This is an optimization exercise on Yosys and OpenROAD, whose aim is small area, not a production implementation.
RTL that was checked went through simulation tests only; none was proved equivalent to the original.
The flow treats the clock pin as an ideal source. Dropping or thinning the clock tree relies on that and would not hold on a real chip.
Power figures rest on the tool's default switching activity, not on a simulated workload.

before:
==> flow/design.v <==
module prbs #(parameter N = 14) (
    input  logic [N-1:0] cur,
    output logic [N-1:0] nxt
);
    assign nxt = {cur[N-2:0], cur[13] ^ cur[4] ^ cur[2] ^ cur[0]};
endmodule
module sseg (
    input  logic        clk,
    input  logic        clear,
    input  logic [12:0] r,
    input  logic        show_r,    
    input  logic        show_hi,   
    input  logic        show_9,    
    output logic        phase,
    output logic [7:0]  sseg,
    output logic [7:0]  an
);
    logic [4:0] count;
    always_ff @(posedge clk, posedge clear)
        if (clear) count <= 5'd0;
        else       count <= count + 5'd1;
    assign phase = count[0];
    logic [1:0] digit_sel;
    assign digit_sel = count[4:3];
    logic [3:0] code;
    always_comb
        case (digit_sel)
            2'd0: code = r[3:0];
            2'd1: code = r[7:4];
            2'd2: code = r[11:8];
            default: code = {3'b100, r[12]};
        endcase
    logic [6:0] seg7;
    always_comb
        case (code)
            4'd0:  seg7 = 7'h10;  
            4'd1:  seg7 = 7'h00;  
            4'd2:  seg7 = 7'h78;  
            4'd3:  seg7 = 7'h02;  
            4'd4:  seg7 = 7'h12;  
            4'd5:  seg7 = 7'h19;  
            4'd6:  seg7 = 7'h30;  
            4'd7:  seg7 = 7'h24;  
            4'd8:  seg7 = 7'h79;  
            4'd9:  seg7 = 7'h40;  
            4'd10: seg7 = 7'h78;
            4'd11: seg7 = 7'h02;
            4'd12: seg7 = 7'h3B;
            4'd13: seg7 = 7'h38;
            4'd14: seg7 = 7'h30;
            default: seg7 = 7'h24;
        endcase
    always_comb begin
        if (show_r)                        sseg = {1'b1, seg7};
        else if (show_9)                   sseg = 8'h90;
        else if (show_hi && digit_sel == 2'd1) sseg = 8'hCF;  
        else if (show_hi && digit_sel == 2'd2) sseg = 8'h89;  
        else                               sseg = 8'hFF;
    end
    assign an = ~(8'b00000001 << digit_sel);
endmodule
module timer (
    input  logic clk,
    input  logic clear,
    input  logic start,
    input  logic stop,
    output logic led,
    output logic [7:0] sseg,
    output logic [7:0] an
);
    localparam logic [2:0] S_INIT  = 3'd0,
                           S_RAND  = 3'd2,
                           S_PA    = 3'd6,
                           S_PB    = 3'd7,
                           S_LED   = 3'd4,
                           S_FIN   = 3'd1,
                           S_NINE  = 3'd5;
    logic [2:0]  st, nst;
    logic [13:0] r, r_n, r_step;
    logic [2:0]  q;
    logic        phase, tick, one;
    prbs #(14) lfsr (.cur(r), .nxt(r_step));
    sseg ss (
        .clk(clk), .clear(clear), .r(r[12:0]),
        .show_r(st == S_LED || st == S_FIN), .show_hi(st == S_INIT),
        .show_9(st == S_NINE), .phase(phase), .sseg(sseg), .an(an)
    );
    always_ff @(posedge clk, posedge clear)
        if (clear) q <= 3'b000;
        else       q <= {q[1] & ~q[0] & ~q[2], (q[0] | q[1]) & ~q[2], ~q[1]};
    assign tick = phase & q[2];        
    assign one  = phase & q[0] & ~q[1];  
    logic        en, bcd;
    logic [14:0] b;
    logic [13:0] dec;
    assign bcd = (st == S_LED);
    assign en  = tick & (st == S_PA || st == S_PB || st == S_LED);
    always_comb begin
        b[0] = en;
        for (int i = 0; i < 14; i++) b[i+1] = b[i] & ~r[i];
        for (int i = 0; i < 14; i++) dec[i] = r[i] ^ b[i];
        for (int k = 0; k < 3; k++) begin
            dec[4*k+1] = dec[4*k+1] & ~(bcd & b[4*k+4]);
            dec[4*k+2] = dec[4*k+2] & ~(bcd & b[4*k+4]);
        end
    end
    logic done;
    assign done = (st == S_PA) ? (r[13:11] == 3'b111 && r[10:6] == 5'd0 && r[3:0] == 4'd0)
                               : (!r[12] && !r[10] && !r[8] && !r[2] && !r[1]);
    logic go_led;
    assign go_led = (st == S_PA || st == S_PB) && done && one;
    always_comb
        if (st == S_INIT)     r_n = r_step;
        else if (go_led)      r_n = (r | 14'h1189) & ~14'h0260;
        else                  r_n = dec;
    always_ff @(posedge clk, posedge clear)
        if (clear) r <= 14'd1;
        else       r <= r_n;
    logic ge13001;
    assign ge13001 = r[13] & r[12] & (r[11] | r[10] | (r[9] & (r[8] | (r[7] & r[6] &
                     (r[5] | r[4] | (r[3] & (r[2] | r[1] | r[0])))))));
    always_comb begin
        nst = st;
        case (st)
            S_INIT: if (start) nst = S_RAND;
            S_RAND: nst = ge13001 ? S_PB : S_PA;
            S_PA, S_PB:
                if (done) begin
                    if (go_led) nst = S_LED;
                end else if (stop) nst = S_NINE;
            S_LED:  if (stop || !r[12]) nst = S_FIN;
            default: ;
        endcase
    end
    always_ff @(posedge clk, posedge clear)
        if (clear) st <= S_INIT;
        else       st <= nst;
    assign led = (st == S_LED);
endmodule
Settings: LEC_CHECK=0, ABC_AREA=1, CAP_MARGIN=20, CORE_MARGIN=2, CORE_UTILIZATION=40, CTS_BUF_LIST=sky130_fd_sc_hd__clkbuf_8, SLEW_MARGIN=20; clock period 13.0 ns.
standard.sh (not shown) runs the stock make flow with config.mk's settings and CLKGATE_MAP_FILE= SYNTH_SCRIPT=/design/flow/synth_recipe.tcl, a recipe that flattens the netlist after the stock synthesis.
==> flow/flow/run.sh <==
#!/bin/bash
# Own layout flow: the standard flow (standard.sh) with these changes:
#  * ABC maps the logic with an area-only script (flow/abc_area_only.script)
#    instead of ORFS's, which buffers and upsizes for delay;
#  * no half/full-adder extraction before ABC and no buffers on pass-through
#    wires (ADDER_MAP_FILE empty, SYNTH_INSBUF 0);
#  * the constant outputs share synthesis's one tie cell
#    (SKIP_REPAIR_TIE_FANOUT 1);
#  * the port buffers are buf_1 cells.
# Synthesis is otherwise the standard flow's own (synth_recipe.tcl: no fsm/share passes,
# flattened, same register names). Each tool's output goes to a log here.
set -euo pipefail
W=$(pwd)
{
  echo 'proc abc {args} {'
  echo '  set i [lsearch -exact $args -script]'
  echo '  if {$i >= 0} { lset args [expr {$i + 1}] $::env(OWN_ABC_SCRIPT) }'
  echo '  yosys abc {*}$args'
  echo '}'
  cat "$W/synth_recipe.tcl"
} > "$W/own_synth.tcl"
export OWN_ABC_SCRIPT="$W/flow/abc_area_only.script"
sed -e "s|SYNTH_SCRIPT=[^ ]*synth_recipe.tcl|SYNTH_SCRIPT=$W/own_synth.tcl ADDER_MAP_FILE= SYNTH_INSBUF=0 SKIP_REPAIR_TIE_FANOUT=1 'BUFFER_PORTS_ARGS=-buffer_cell sky130_fd_sc_hd__buf_1'|" \
  "$W/standard.sh" > "$W/own_standard.sh"
grep -q own_synth.tcl "$W/own_standard.sh"
bash "$W/own_standard.sh" > "$W/orfs_make.log" 2>&1
test -s "$W/out/final.def"
==> flow/flow/abc_area_only.script <==
strash
dch
amap
strash
dch
amap
topo
Inputs modified between before and after:
-- flow/design.v --
<<< before, line 70
);
    localparam logic [2:0] S_INIT  = 3'd0,
                           S_RAND  = 3'd2,
                           S_PA    = 3'd6,
                           S_PB    = 3'd7,
                           S_LED   = 3'd4,
                           S_FIN   = 3'd1,
                           S_NINE  = 3'd5;
    logic [2:0]  st, nst;
    logic [13:0] r, r_n, r_step;
    logic [2:0]  q;
    logic        phase, tick, one;
    prbs #(14) lfsr (.cur(r), .nxt(r_step));
    sseg ss (
>>> after, line 70
);
    localparam logic [2:0] S_INIT  = 3'd0,
                           S_RAND  = 3'd1,
                           S_PA    = 3'd2,
                           S_PB    = 3'd3,
                           S_RST   = 3'd4,
                           S_LED   = 3'd5,
                           S_FIN   = 3'd6,
                           S_NINE  = 3'd7;
    logic [2:0]  st, nst;
    logic [13:0] r, r_n, r_step;
    logic [2:0]  q;
    logic        phase, tick;
    prbs #(14) lfsr (.cur(r), .nxt(r_step));
    sseg ss (
<<< before, line 89
        if (clear) q <= 3'b000;
        else       q <= {q[1] & ~q[0] & ~q[2], (q[0] | q[1]) & ~q[2], ~q[1]};
    assign tick = phase & q[2];        
    assign one  = phase & q[0] & ~q[1];  
    logic        en, bcd;
    logic [14:0] b;
>>> after, line 90
        if (clear) q <= 3'b000;
        else       q <= {q[1] & ~q[0] & ~q[2], (q[0] | q[1]) & ~q[2], ~q[1]};
    assign tick = phase & q[2];
    logic        en, bcd;
    logic [14:0] b;
<<< before, line 108
    assign done = (st == S_PA) ? (r[13:11] == 3'b111 && r[10:6] == 5'd0 && r[3:0] == 4'd0)
                               : (!r[12] && !r[10] && !r[8] && !r[2] && !r[1]);
    logic go_led;
    assign go_led = (st == S_PA || st == S_PB) && done && one;
    always_comb
        if (st == S_INIT)     r_n = r_step;
        else if (go_led)      r_n = (r | 14'h1189) & ~14'h0260;
        else                  r_n = dec;
    always_ff @(posedge clk, posedge clear)
>>> after, line 108
    assign done = (st == S_PA) ? (r[13:11] == 3'b111 && r[10:6] == 5'd0 && r[3:0] == 4'd0)
                               : (!r[12] && !r[10] && !r[8] && !r[2] && !r[1]);
    always_comb
        if (st == S_INIT)     r_n = r_step;
        else if (st == S_RST) r_n = (r | 14'h1189) & ~14'h0260;
        else                  r_n = dec;
    always_ff @(posedge clk, posedge clear)
<<< before, line 126
            S_RAND: nst = ge13001 ? S_PB : S_PA;
            S_PA, S_PB:
                if (done) begin
                    if (go_led) nst = S_LED;
                end else if (stop) nst = S_NINE;
            S_LED:  if (stop || !r[12]) nst = S_FIN;
            default: ;
>>> after, line 124
            S_RAND: nst = ge13001 ? S_PB : S_PA;
            S_PA, S_PB:
                if (done)      nst = S_RST;
                else if (stop) nst = S_NINE;
            S_RST:  nst = S_LED;
            S_LED:  if (stop || !r[12]) nst = S_FIN;
            default: ;
## What came out
Diff before..after | proportion of register bits with asynchronous set or reset after synthesis | unchanged. Peak supply drop | after above before. Summary of after over before: share of the cycle needed by the critical path after routing increased 3.2 points, wire length of the first global-routing pass grew by 9.6%. Of after and before, the run reporting the lower global placement routability congestion was before. Taking before over after, the clock power ratio works out to 0.863. Compared with before, after shows a lower area share of and/or/nand/nor cells after synthesis. Area enclosed by the die boundary, after and before: lower on after.
The RTL of before was laid out without a check of its function.


== the previous run ==
Another version of the RTL of timer (not shown whole).
For scale: roughly 25 flip-flops, roughly 21 I/O pins, about 1500 sq um of cells after synthesis.
==> module timer, before the edit <==
module timer (
    input  logic clk,
    input  logic clear,
    input  logic start,
    input  logic stop,
    output logic led,
    output logic [7:0] sseg,
    output logic [7:0] an
);
    localparam logic [2:0] S_INIT  = 3'd0,
                           S_RAND  = 3'd1,
                           S_PA    = 3'd2,
                           S_PB    = 3'd3,
                           S_LED   = 3'd5,
                           S_FIN   = 3'd4,
                           S_NINE  = 3'd7;
    logic [2:0]  st, nst;
    logic [13:0] r, r_n, r_step;
    logic [2:0]  q;
    logic        phase, tick, one;
    prbs #(14) lfsr (.cur(r), .nxt(r_step));
    sseg ss (
        .clk(clk), .clear(clear), .r(r[12:0]),
        .show_r(st == S_LED || st == S_FIN), .show_hi(st == S_INIT),
        .show_9(st == S_NINE), .phase(phase), .sseg(sseg), .an(an)
    );
    always_ff @(posedge clk, posedge clear)
        if (clear) q <= 3'b000;
        else       q <= {q[1] & ~q[0] & ~q[2], (q[0] | q[1]) & ~q[2], ~q[1]};
    assign tick = phase & q[2];        
    assign one  = phase & q[0] & ~q[1];  
    logic        en, bcd;
    logic [14:0] b;
    logic [13:0] dec;
    assign bcd = (st == S_LED);
    assign en  = tick & (st == S_PA || st == S_PB || st == S_LED);
    always_comb begin
        b[0] = en;
        for (int i = 0; i < 14; i++) b[i+1] = b[i] & ~r[i];
        for (int i = 0; i < 14; i++) dec[i] = r[i] ^ b[i];
        for (int k = 0; k < 3; k++) begin
            dec[4*k+1] = dec[4*k+1] & ~(bcd & b[4*k+4]);
            dec[4*k+2] = dec[4*k+2] & ~(bcd & b[4*k+4]);
        end
    end
    logic done;
    assign done = (st == S_PA) ? (r[13:11] == 3'b111 && r[10:6] == 5'd0 && r[3:0] == 4'd0)
                               : (!r[12] && !r[10] && !r[8] && !r[2] && !r[1]);
    logic go_led;
    assign go_led = (st == S_PA || st == S_PB) && done && one;
    always_comb
        if (st == S_INIT)     r_n = r_step;
        else if (go_led)      r_n = (r | 14'h1189) & ~14'h0260;
        else                  r_n = dec;
    always_ff @(posedge clk, posedge clear)
        if (clear) r <= 14'd1;
        else       r <= r_n;
    logic ge13001;
    assign ge13001 = r[13] & r[12] & (r[11] | r[10] | (r[9] & (r[8] | (r[7] & r[6] &
                     (r[5] | r[4] | (r[3] & (r[2] | r[1] | r[0])))))));
    always_comb begin
        nst = st;
        case (st)
            S_INIT: if (start) nst = S_RAND;
            S_RAND: nst = ge13001 ? S_PB : S_PA;
            S_PA, S_PB:
                if (done) begin
                    if (go_led) nst = S_LED;
                end else if (stop) nst = S_NINE;
            S_LED:  if (stop || !r[12]) nst = S_FIN;
            default: ;
        endcase
    end
    always_ff @(posedge clk, posedge clear)
        if (clear) st <= S_INIT;
        else       st <= nst;
    assign led = (st == S_LED);
endmodule
Settings: LEC_CHECK=0, ABC_AREA=1, CAP_MARGIN=20, CORE_MARGIN=2, CORE_UTILIZATION=40, CTS_BUF_LIST=sky130_fd_sc_hd__clkbuf_8, SLEW_MARGIN=20; clock period 13.0 ns.
Scripts as last shown in full above: flow/flow/run.sh, flow/flow/abc_area_only.script
Modified inputs, the current run compared to the previous run
-- flow/design.v --
<<< the previous run, line 74
                           S_PB    = 3'd3,
                           S_LED   = 3'd5,
                           S_FIN   = 3'd4,
                           S_NINE  = 3'd7;
    logic [2:0]  st, nst;
>>> the current run, line 74
                           S_PB    = 3'd3,
                           S_LED   = 3'd5,
                           S_FIN   = 3'd6,
                           S_NINE  = 3'd7;
    logic [2:0]  st, nst;
Findings:
Note that the average via count per standard cell recorded for the current run amounts to 1.05 times the value seen in the previous run. Taking the previous run as the reference, in the current run final design area excluding fillers down 8.8 sq um; count of sequential standard cells now sits at about the same level; setup slack down 0.18 ns; wire length on met2 +76 um.
The RTL of the previous run was laid out without a check of its function.


timer with an RTL version that a note above also has.
Size: about 25 flip-flops.
==> module timer, before the edit <==
module timer (
    input  logic clk,
    input  logic clear,
    input  logic start,
    input  logic stop,
    output logic led,
    output logic [7:0] sseg,
    output logic [7:0] an
);
    localparam logic [2:0] S_INIT  = 3'd0,
                           S_RAND  = 3'd1,
                           S_PA    = 3'd2,
                           S_PB    = 3'd3,
                           S_LED   = 3'd5,
                           S_FIN   = 3'd6,
                           S_NINE  = 3'd7;
    logic [2:0]  st, nst;
    logic [13:0] r, r_n, r_step;
    logic [2:0]  q;
    logic        phase, tick, one;
    prbs #(14) lfsr (.cur(r), .nxt(r_step));
    sseg ss (
        .clk(clk), .clear(clear), .r(r[12:0]),
        .show_r(st == S_LED || st == S_FIN), .show_hi(st == S_INIT),
        .show_9(st == S_NINE), .phase(phase), .sseg(sseg), .an(an)
    );
    always_ff @(posedge clk, posedge clear)
        if (clear) q <= 3'b000;
        else       q <= {q[1] & ~q[0] & ~q[2], (q[0] | q[1]) & ~q[2], ~q[1]};
    assign tick = phase & q[2];        
    assign one  = phase & q[0] & ~q[1];  
    logic        en, bcd;
    logic [14:0] b;
    logic [13:0] dec;
    assign bcd = (st == S_LED);
    assign en  = tick & (st == S_PA || st == S_PB || st == S_LED);
    always_comb begin
        b[0] = en;
        for (int i = 0; i < 14; i++) b[i+1] = b[i] & ~r[i];
        for (int i = 0; i < 14; i++) dec[i] = r[i] ^ b[i];
        for (int k = 0; k < 3; k++) begin
            dec[4*k+1] = dec[4*k+1] & ~(bcd & b[4*k+4]);
            dec[4*k+2] = dec[4*k+2] & ~(bcd & b[4*k+4]);
        end
    end
    logic done;
    assign done = (st == S_PA) ? (r[13:11] == 3'b111 && r[10:6] == 5'd0 && r[3:0] == 4'd0)
                               : (!r[12] && !r[10] && !r[8] && !r[2] && !r[1]);
    logic go_led;
    assign go_led = (st == S_PA || st == S_PB) && done && one;
    always_comb
        if (st == S_INIT)     r_n = r_step;
        else if (go_led)      r_n = (r | 14'h1189) & ~14'h0260;
        else                  r_n = dec;
    always_ff @(posedge clk, posedge clear)
        if (clear) r <= 14'd1;
        else       r <= r_n;
    logic ge13001;
    assign ge13001 = r[13] & r[12] & (r[11] | r[10] | (r[9] & (r[8] | (r[7] & r[6] &
                     (r[5] | r[4] | (r[3] & (r[2] | r[1] | r[0])))))));
    always_comb begin
        nst = st;
        case (st)
            S_INIT: if (start) nst = S_RAND;
            S_RAND: nst = ge13001 ? S_PB : S_PA;
            S_PA, S_PB:
                if (done) begin
                    if (go_led) nst = S_LED;
                end else if (stop) nst = S_NINE;
            S_LED:  if (stop || !r[12]) nst = S_FIN;
            default: ;
        endcase
    end
    always_ff @(posedge clk, posedge clear)
        if (clear) st <= S_INIT;
        else       st <= nst;
    assign led = (st == S_LED);
endmodule
export LEC_CHECK = 0
export ABC_AREA = 1
export CAP_MARGIN = 20
export CORE_MARGIN = 2
export CORE_UTILIZATION = 40
export CTS_BUF_LIST = sky130_fd_sc_hd__clkbuf_8
export SLEW_MARGIN = 20
create_clock -name core_clock -period 13.0 [get_ports {clk}]
==> flow/flow/run.sh <==
#!/bin/bash
# Own layout flow: the standard flow (standard.sh) with these changes:
#  * ABC maps the logic with an area-only script (flow/abc_area_only.script:
#    20 s of &deepsyn, then two rounds of dch + amap) instead of ORFS's,
#    which buffers and upsizes for delay;
#  * no half/full-adder extraction before ABC and no buffers on pass-through
#    wires (ADDER_MAP_FILE empty, SYNTH_INSBUF 0);
#  * the constant outputs share synthesis's one tie cell
#    (SKIP_REPAIR_TIE_FANOUT 1);
#  * the port buffers are buf_1 cells;
#  * after CTS, flow/post_cts.tcl (run by ORFS's cts step as POST_CTS_TCL)
#    collapses the clock tree into one clkbuf_16 that drives every flip-flop.
# Synthesis is otherwise the standard flow's own (synth_recipe.tcl: no fsm/share passes,
# flattened, same register names). Each tool's output goes to a log here.
set -euo pipefail
W=$(pwd)
{
  echo 'proc abc {args} {'
  echo '  set i [lsearch -exact $args -script]'
  echo '  if {$i >= 0} { lset args [expr {$i + 1}] $::env(OWN_ABC_SCRIPT) }'
  echo '  yosys abc {*}$args'
  echo '}'
  cat "$W/synth_recipe.tcl"
} > "$W/own_synth.tcl"
export OWN_ABC_SCRIPT="$W/flow/abc_area_only.script"
sed -e "s|SYNTH_SCRIPT=[^ ]*synth_recipe.tcl|SYNTH_SCRIPT=$W/own_synth.tcl ADDER_MAP_FILE= SYNTH_INSBUF=0 SKIP_REPAIR_TIE_FANOUT=1 POST_CTS_TCL=$W/flow/post_cts.tcl 'BUFFER_PORTS_ARGS=-buffer_cell sky130_fd_sc_hd__buf_1'|" \
  "$W/standard.sh" > "$W/own_standard.sh"
grep -q own_synth.tcl "$W/own_standard.sh"
bash "$W/own_standard.sh" > "$W/orfs_make.log" 2>&1
test -s "$W/out/final.def"
Other scripts of this flow, unchanged in this note and not shown: flow/flow/abc_area_only.script, flow/flow/post_cts.tcl
Rerun with:
--- a/flow/design.v
+++ b/flow/design.v
@@ -77,9 +77,9 @@
                            S_NINE  = 3'd7;
     logic [2:0]  st, nst;
     logic [13:0] r, r_n, r_step;
     logic [2:0]  q;
-    logic        phase, tick, one;
+    logic        phase, tick;
     prbs #(14) lfsr (.cur(r), .nxt(r_step));
     sseg ss (
         .clk(clk), .clear(clear), .r(r[12:0]),
         .show_r(st == S_LED || st == S_FIN), .show_hi(st == S_INIT),
@@ -87,10 +87,9 @@
     );
     always_ff @(posedge clk, posedge clear)
         if (clear) q <= 3'b000;
         else       q <= {q[1] & ~q[0] & ~q[2], (q[0] | q[1]) & ~q[2], ~q[1]};
-    assign tick = phase & q[2];        
-    assign one  = phase & q[0] & ~q[1];  
+    assign tick = phase & q[2];   
     logic        en, bcd;
     logic [14:0] b;
     logic [13:0] dec;
     assign bcd = (st == S_LED);
@@ -107,9 +106,9 @@
     logic done;
     assign done = (st == S_PA) ? (r[13:11] == 3'b111 && r[10:6] == 5'd0 && r[3:0] == 4'd0)
                                : (!r[12] && !r[10] && !r[8] && !r[2] && !r[1]);
     logic go_led;
-    assign go_led = (st == S_PA || st == S_PB) && done && one;
+    assign go_led = (st == S_PA || st == S_PB) && done && phase;
     always_comb
         if (st == S_INIT)     r_n = r_step;
         else if (go_led)      r_n = (r | 14'h1189) & ~14'h0260;
         else                  r_n = dec;
Effect:
- power goes down by well over a third
- hold slack degrades by 0.044 ns
- synthesized area is lower slightly
- worst setup slack improves by 0.11 ns
- via count goes up by a few percent
- routed wire length rose slightly
- maximum frequency went up by a few percent
- combinational power shrinks by well over a third
- cell count goes down slightly
- first-iteration DRC count decreases by a quarter to a third
- global-route usage rises by 0.71 points
- count of clock-buffer cells in the layout is unchanged

[re-timing with driven ports]
How much do the figures lean on ideal ports? The routed layouts below were timed once more, with nothing changed but the port constraints.
Step 1 assumes that a clkbuf_16 drives the clock port and a buf_2 every other input.
Step 2 also shifts input and output timing later by t, the mid clock arrival at the registers, as if the neighbouring blocks saw the same clock.
a / b / c = ideal / step 1 / step 2; a / b = the first two.
run	t, ns	setup WS [ns]	worst setup path at the end	cell pins on the clock port's net
before	0.281	8.091 / 8.067 / 8.349	register to output	1
after	0.304	7.673 / 7.649 / 7.953	register to output	1
the previous run	0.288	7.882 / 7.859 / 8.147	register to output	1
the current run	0.294	7.705 / 7.681 / 7.975	register to output	1
the first run of note 3	0.191	7.681 / 7.648 / 7.839	register to output	1
the second run of note 3	0.185	7.793 / 7.762 / 7.948	register to output	1
After both steps every run listed still meets setup and hold.
